Background: an optimization exercise with open tools, aiming at small area. Do not read the settings as production practice.
In this exercise RTL edits were held to simulation tests only and were not proved equivalent to the original.
The clock port is modelled as an ideal driver, which makes a skipped or thinned clock tree look cheaper than it is; a real chip needs a root buffer or a tree.
Power and IR drop assume default switching activity.

== the previous run ==
==> flow/design.v <==
module jumpy_hawk(
		CLOCK_50,
		SW,
		LEDR,
		KEY,
		HEX0,
		VGA_X,
		VGA_Y,
		VGA_COLOUR,
		VGA_PLOT
);
	input [17:0] SW;
	input CLOCK_50;
	input [3:0] KEY;
	output [6:0] HEX0;
	output [9:0] LEDR;
	output [7:0] VGA_X;
	output [7:0] VGA_Y;
	output [2:0] VGA_COLOUR;
	output VGA_PLOT;
	wire rst = !KEY[0];
	wire run = KEY[1];
	reg en;
	reg [1:0] L;
	reg [6:0] H;
	always @(posedge CLOCK_50)
		if (rst) begin
			en <= 1'b0;
			L <= 2'd0;
			H <= 7'd64;
		end else begin
			if (SW[17]) en <= 1'b1;
			L <= run ? L - 1'b1 : 2'd3;
			if (!run) H <= 7'd0;
			else if (L == 2'd0) H <= {H[5:0], H[6] ^ H[5] ^ (H[5:0] == 6'd0)};
		end
	wire h0 = H == 7'd64;
	wire ctl = en && (h0 || H == 7'd96) && ((h0 && L == 2'd0) || !run);
	wire dtick = run && L == 2'd2;
	localparam K_START = 2'd0, K_GO = 2'd1, K_STOP = 2'd2;
	reg gogo, par;
	reg [3:0] bpos;
	reg [1:0] bk;
	reg [2:0] wpos;
	reg [1:0] wk;
	wire coll;
	wire b_dec = bpos == 4'd3;
	wire w_dec = wpos == 3'd0;
	always @(posedge CLOCK_50)
		if (rst) begin
			gogo <= 1'b0;
			par <= 1'b0;
			bpos <= 4'd3;
			bk <= K_START;
			wpos <= 3'd0;
			wk <= K_START;
		end else if (ctl) begin
			if (!SW[1]) gogo <= 1'b1;
			par <= !par;
			if (par) begin
				if (b_dec) begin
					bk <= (bk == K_START) ? (gogo ? K_GO : K_START) :
						(bk == K_GO && !coll) ? K_GO :
						(bk == K_GO) ? K_STOP : K_START;
					if (bk != K_STOP) bpos <= 4'd7;
				end else
					bpos <= bpos + 1'b1;
			end else begin
				if (w_dec) begin
					wk <= (wk == K_START) ? (gogo ? K_GO : K_START) :
						(wk == K_GO && !coll) ? K_GO :
						(wk == K_GO) ? K_STOP : K_START;
					if (wk != K_STOP) wpos <= 3'd4;
				end else
					wpos <= (wpos == 3'd7) ? 3'd2 : (wpos == 3'd2) ? 3'd0 : wpos + 1'b1;
			end
		end
	wire b_draw = !par && bpos >= 4'd7;
	wire b_del = !par && bpos == 4'd0;
	wire b_upd = !par && bpos == 4'd1;
	wire b_updvy = !par && bpos == 4'd2;
	wire is_wall = par && wpos[2];
	wire w_draw_bot = is_wall && wpos[1:0] == 2'd0;
	wire w_del_bot = is_wall && wpos[1:0] == 2'd1;
	wire w_draw_top = is_wall && wpos[1:0] == 2'd2;
	wire w_del_top = is_wall && wpos[1:0] == 2'd3;
	wire w_upd = par && wpos == 3'd2;
	wire is_bird = b_draw || b_del;
	wire w_bot = is_wall && !wpos[1];
	wire w_del = is_wall && wpos[0];
	wire is_draw = is_bird || is_wall;
	reg [2:0] n;
	always @(posedge CLOCK_50)
		if (rst) n <= 3'd1;
		else if (ctl) n <= 3'd0;
		else if (dtick && n != 3'd5) n <= n + 1'b1;
	wire changed = n == 3'd0;
	wire denable = is_draw && (n == 3'd0 || n == 3'd5);
	reg [7:0] bird_y, vy;
	reg raising, stopped;
	reg [6:0] ry, cb;
	reg [5:0] rv;
	wire tick_y = dtick && b_upd && ry == 7'd96;
	wire tick_vy = dtick && b_updvy && rv == 6'd48;
	wire jump = !KEY[2];
	wire [8:0] ysum;
	wire [7:0] bsum = ysum[7:0];
	wire ge = ysum[8];
	wire [7:0] xsum;
	always @(posedge CLOCK_50)
		if (rst) begin
			ry <= 7'd0;
			rv <= 6'd0;
		end else begin
			if (dtick && b_upd) ry <= {ry[5:0], ry[6] ^ ry[5] ^ (ry[5:0] == 6'd0)};
			if (dtick && b_updvy) rv <= {rv[4:0], rv[5] ^ rv[4] ^ (rv[4:0] == 5'd0)};
		end
	wire cb_idle = cb == 7'd0;
	wire cb_last = cb == 7'd9;
	always @(posedge CLOCK_50)
		if (rst) begin
			bird_y <= 8'd64;
			cb <= 7'd0;
		end else if (tick_y) begin
			if (coll && cb_idle)
				cb <= 7'd1;
			else if (!cb_idle && !cb_last)
				cb <= {cb[5:0], cb[6] ^ cb[5]};
			else if (cb_last) begin
				bird_y <= 8'd64;
				cb <= 7'd0;
			end else if (!stopped && (!raising || ge))
				bird_y <= bsum;
		end
	always @(posedge CLOCK_50)
		if (rst) begin
			vy <= 8'hf8;
			raising <= 1'b1;
			stopped <= 1'b0;
		end else if (tick_vy) begin
			if (coll)
				vy <= raising ? 8'hf8 : 8'h07;
			else if (!raising && jump) begin
				raising <= 1'b1;
				vy <= 8'hf8;
				stopped <= 1'b0;
			end else if (raising && !ge) begin
				vy <= 8'hff;
				raising <= 1'b0;
			end else if (!raising && bsum > 8'd108) begin
				vy <= 8'hff;
				stopped <= 1'b1;
			end else begin
				if (raising && vy == 8'hff) raising <= 1'b0;
				vy <= xsum;    
			end
		end
	reg [7:0] wall_x, score;
	reg [3:0] hole_i, gen;
	reg [6:0] cw;
	reg [3:0] rx;
	wire tick_x = dtick && w_upd && rx == 4'd12;
	wire cw_idle = cw == 7'd0;
	wire cw_last = cw == 7'd9;
	always @(posedge CLOCK_50)
		if (rst) rx <= 4'd0;
		else if (dtick && w_upd) rx <= {rx[2:0], rx[3] ^ rx[2] ^ (rx[2:0] == 3'd0)};
	always @(posedge CLOCK_50)
		if (rst) begin
			wall_x <= 8'd160;
			hole_i <= 4'd0;
			score <= 8'd0;
			cw <= 7'd0;
			gen <= 4'd0;
		end else if (tick_x) begin
			gen <= (gen == 4'd11) ? 4'd1 : gen + 1'b1;
			if (coll && cw_idle)
				cw <= 7'd1;
			else if (!cw_idle && !cw_last)
				cw <= {cw[5:0], cw[6] ^ cw[5]};
			else if (cw_last) begin
				wall_x <= 8'd160;
				score <= 8'd0;
				cw <= 7'd0;
			end else if (wall_x > 8'd1)
				wall_x <= xsum;    
			else begin
				wall_x <= 8'd160;
				hole_i <= gen;
				score <= score + 1'b1;
			end
		end
	wire [5:0] hole =
		hole_i == 4'd0 ? 6'd32 :
		hole_i == 4'd1 ? 6'd50 :
		hole_i == 4'd2 ? 6'd60 :
		hole_i == 4'd3 ? 6'd40 :
		hole_i == 4'd4 ? 6'd6 :
		hole_i == 4'd5 ? 6'd30 :
		hole_i == 4'd6 ? 6'd16 :
		hole_i == 4'd7 ? 6'd10 :
		hole_i == 4'd8 ? 6'd26 :
		hole_i == 4'd9 ? 6'd36 :
		hole_i == 4'd10 ? 6'd0 : 6'd55;
	wire [7:0] hole_bot = {2'b00, hole} + 8'd50;
	assign coll = wall_x <= 8'd12 &&
		(bird_y <= {2'b00, hole} || (bird_y >= {2'b00, hole} + 8'd46 && bird_y <= 8'd251));
	reg [1:0] dx;
	reg [7:0] dy;
	reg fin;
	wire b_upds = b_upd || b_updvy;
	wire [7:0] ya = !par ? bird_y : w_bot ? hole_bot : 8'd0;
	wire [7:0] yb = b_upds ? vy : dy;
	assign ysum = {1'b0, ya} + {1'b0, yb} + (b_upds && !raising);
	wire dx_more = is_bird ? dx != 2'd3 : w_del && !dx[1];
	wire dy_more = is_bird ? dy < 8'd3 :
		w_bot ? ysum < 9'd119 :
		(hole == 6'd0 || dy < {2'b00, hole} - 8'd1);
	always @(posedge CLOCK_50)
		if (rst)
			fin <= 1'b0;
		else if (dtick) begin
			if (denable && !fin) begin
				if (!dx_more && !dy_more)
					fin <= 1'b1;
			end else if (!denable)
				fin <= 1'b0;
		end
	always @(posedge CLOCK_50)
		if (dtick) begin
			if (denable && !fin) begin
				if (dx_more)
					dx <= dx + 1'b1;
				else if (dy_more) begin
					dx <= 2'd0;
					dy <= dy + 1'b1;
				end
			end else if (!denable) begin
				dx <= 2'd0;
				dy <= 8'd0;
			end
		end
	wire inv = w_del && wall_x > 8'd150;
	wire [7:0] xa = !par ? vy : wall_x ^ {8{inv}};
	wire [7:0] xb =
		!par ? 8'h00 :
		w_upd ? 8'hff :
		inv ? {6'b101000, dx} :
		w_del ? {4'b0000, 1'b1, dx[1], !dx[1], dx[0]} :
		{6'b000000, dx};
	wire xc = !par || inv;
	assign xsum = xa + xb + xc;
	wire vis = !changed && is_draw;
	assign VGA_X = !vis ? 8'd0 : is_bird ? {6'b000010, dx} : xsum;
	assign VGA_Y = vis ? ysum[7:0] : 8'd0;
	assign VGA_COLOUR = b_draw ? 3'b100 : (w_draw_bot || w_draw_top) ? 3'b010 : 3'b000;
	assign VGA_PLOT = denable && !fin;
	assign LEDR[7:0] = score;
	assign LEDR[8] = coll;
	assign LEDR[9] = fin;
	wire a = score[0], b = score[1], c = score[2], d = score[3];
	assign HEX0[0] = ~((~a | b | c | d) & (a | b | ~c | d) & (~a | ~b | c | ~d) & (~a | b | ~c | ~d));
	assign HEX0[1] = ~((~a | ~b | ~d) & (a | ~b | ~c) & (a | ~c | ~d) & (~a | b | ~c | d));
	assign HEX0[2] = ~((~b | ~c | ~d) & (a | ~c | ~d) & (a | ~b | c | d));
	assign HEX0[3] = ~((~a | ~b | ~c) & (~a | b | c) & (a | b | ~c | d) & (a | ~b | c | ~d));
	assign HEX0[4] = ~((~a | d) & (~a | b | c) & (b | ~c | d));
	assign HEX0[5] = ~((~a | c | d) & (~b | c | d) & (~a | ~b | d) & (~a | b | ~c | ~d));
	assign HEX0[6] = ~((b | c | d) & (~a | ~b | ~c | d) & (a | b | ~c | ~d));
endmodule
clock: 10.0 ns
lec_check: 0
cap_margin: 0
core_margin: 2
core_utilization: 65
gpl_timing_driven: 0
slew_margin: 0
standard.sh (not shown) runs the stock make flow with config.mk's settings and CLKGATE_MAP_FILE= SYNTH_SCRIPT=/design/flow/synth_recipe.tcl, a recipe that flattens the netlist after the stock synthesis.
==> flow/flow/run.sh <==
#!/bin/bash
# Layout flow: the standard synthesis, its combinational logic re-mapped
# by ABC for area (flip-flops untouched), four ABC runs with different seeds
# in parallel and the smallest kept (its equivalence with the standard
# netlist checked), then the standard ORFS layout with small port buffers
# and a small clock tree.
set -euo pipefail
HERE=$(pwd)
F=$HERE/flow
R=$HERE/orfs/results/$FLOW_PLATFORM/jumpy_hawk/base
LIB=$FLOW_HOME/platforms/$FLOW_PLATFORM/lib/sky130_fd_sc_hd__tt_025C_1v80.lib

bash standard.sh synth > $HERE/synth_std.log 2>&1
cp $R/1_2_yosys.v $HERE/std.v

pids=()
for k in 0 1 2 3; do
  sed -e "s/SEED1/$k/" -e "s/SEED2/$((k + 4))/" $F/abc_template.scr > $HERE/abc_$k.scr
  LIB=$LIB NETLIST_IN=$HERE/std.v NETLIST_OUT=$HERE/new_$k.v ABC_SCRIPT=$HERE/abc_$k.scr \
    yosys -c $F/remap.tcl > $HERE/remap_$k.log 2>&1 &
  pids+=($!)
done
for p in "${pids[@]}"; do wait $p || true; done
best=$(for k in 0 1 2 3; do
  a=$(grep "Chip area" $HERE/remap_$k.log | awk '{print $NF}' || true)
  if [ -n "$a" ] && [ -s $HERE/new_$k.v ]; then echo "$a $k"; fi
done | sort -g | head -1 | awk '{print $2}')
echo "chosen remap: $best" > $HERE/choice.log
grep "Chip area" $HERE/remap_*.log >> $HERE/choice.log
cp $HERE/new_$best.v $HERE/new.v

ln -sf $LIB $HERE/lib.lib
yosys $F/equiv.ys > $HERE/equiv.log 2>&1
rm -f $HERE/lib.lib
cp $HERE/new.v $R/1_2_yosys.v
rm -f $R/1_synth.odb $R/1_synth.sdc

source $F/settings.sh
bash standard.sh finish > $HERE/finish.log 2>&1
==> flow/flow/abc_template.scr <==
strash
&get -n
&deepsyn -T 60 -S SEED1
&put
dc2
&get -n
&deepsyn -T 60 -S SEED2
&dch -f
&nf -a -R 1000
&put
==> flow/flow/settings.sh <==
export BUFFER_PORTS_ARGS="-buffer_cell sky130_fd_sc_hd__buf_1"
export CTS_ARGS="-sink_clustering_enable -repair_clock_nets -buf_list sky130_fd_sc_hd__clkbuf_8 -dont_use_dummy_load"
export POST_CTS_TCL=$HERE/flow/clock_tree.tcl
Other scripts of this flow, unchanged in this note and not shown: flow/flow/clock_tree.tcl, flow/flow/equiv.ys, flow/flow/remap.tcl
The previous run reached the final stage; the timing, DRC and antenna checks on its layout passed.
> inputs changed (the previous run -> the current run)
--- a/flow/flow/run.sh
+++ b/flow/flow/run.sh
@@ -3,2 +3,2 @@
-# by ABC for area (flip-flops untouched), four ABC runs with different seeds
-# in parallel and the smallest kept (its equivalence with the standard
+# by ABC for area (flip-flops untouched), twelve ABC runs with different seeds
+# (four at a time) and the smallest kept (its equivalence with the standard
@@ -16,6 +16,7 @@
-pids=()
-for k in 0 1 2 3; do
-  sed -e "s/SEED1/$k/" -e "s/SEED2/$((k + 4))/" $F/abc_template.scr > $HERE/abc_$k.scr
-  LIB=$LIB NETLIST_IN=$HERE/std.v NETLIST_OUT=$HERE/new_$k.v ABC_SCRIPT=$HERE/abc_$k.scr \
-    yosys -c $F/remap.tcl > $HERE/remap_$k.log 2>&1 &
-  pids+=($!)
+# three waves of four ABC runs (NUM_CORES is 4), each three deepsyn rounds
+# with its own seeds
+seeds=("8 12 16" "11 15 19" "9 13 17" "10 14 18" "20 32 44" "21 33 45"
+       "22 34 46" "23 35 47" "24 36 48" "25 37 49" "26 38 50" "27 39 51")
+for k in 0 1 2 3 4 5 6 7 8 9 10 11; do
+  set -- ${seeds[$k]}
+  sed -e "s/SEED1/$1/" -e "s/SEED2/$2/" -e "s/SEED3/$3/" $F/abc_template2.scr > $HERE/abc_$k.scr
@@ -23,2 +24,10 @@
-for p in "${pids[@]}"; do wait $p || true; done
-best=$(for k in 0 1 2 3; do
+for wave in "0 1 2 3" "4 5 6 7" "8 9 10 11"; do
+  pids=()
+  for k in $wave; do
+    LIB=$LIB NETLIST_IN=$HERE/std.v NETLIST_OUT=$HERE/new_$k.v ABC_SCRIPT=$HERE/abc_$k.scr \
+      yosys -c $F/remap.tcl > $HERE/remap_$k.log 2>&1 &
+    pids+=($!)
+  done
+  for p in "${pids[@]}"; do wait $p || true; done
+done
+best=$(for k in 0 1 2 3 4 5 6 7 8 9 10 11; do
==> flow/flow/abc_template2.scr (new file) <==
strash
&get -n
&deepsyn -T 40 -S SEED1
&put
dc2
&get -n
&deepsyn -T 40 -S SEED2
&put
dc2
&get -n
&deepsyn -T 40 -S SEED3
&dch -f
&nf -a -R 1000
&put
--- a/flow/flow/settings.sh
+++ b/flow/flow/settings.sh
@@ -3,0 +4 @@
+export REMOVE_ABC_BUFFERS=1
removed: flow/flow/abc_template.scr
--- outcome ---
Status | the current run and the previous run | clean. | worst clock skew on the final layout | the current run vs the previous run | 0.0041 ns lower |. A start point of the critical path of hole_i[2] is what the previous run shows, while hole_i[0] belongs to the current run. Going from the previous run to the current run, synthesized cell count shows a reduction of about 3.6%; proportion of total power due to net switching shows no meaningful change; global-route wire length before repair shows an increase of 1.1%.
No run of this note takes its clock network from TritonCTS; it comes from the design's own scripts or RTL.

port drivers added, routing unchanged:
The results above use ideal ports. As a check the final layouts listed here were re-extracted and re-timed, cells and wires unchanged. Step 1 (the two cells are an assumption about what drives the block):
set clk [get_ports {CLOCK_50}]
set_driving_cell -lib_cell sky130_fd_sc_hd__clkbuf_16 $clk
set_driving_cell -lib_cell sky130_fd_sc_hd__buf_2 [delete_from_list [all_inputs] $clk]
Step 2 adds t to the input delays and takes it off the output delays; t is the mean of the earliest and latest rising clock arrival at the registers after step 1. Input paths then give back, and output paths get back, about the clock's delay inside the block. a / b / c = ideal / step 1 / step 2; a / b = the first two.
| run | shift t [ns] | setup WS [ns] | latest minus earliest clock arrival (ns) | slew at the worst register clock pin (ns) | cell pins on the clock port's net |
|---|---|---|---|---|---|
| the previous run | 0.239 | 2.287 / 2.207 / 2.446 | 0.015 / 0.015 | 0.11 / 0.11 | 4 |
| the current run | 0.246 | 2.457 / 2.373 / 2.619 | 0.011 / 0.010 | 0.11 / 0.11 | 4 |
After both steps setup and hold are still met in every run listed.
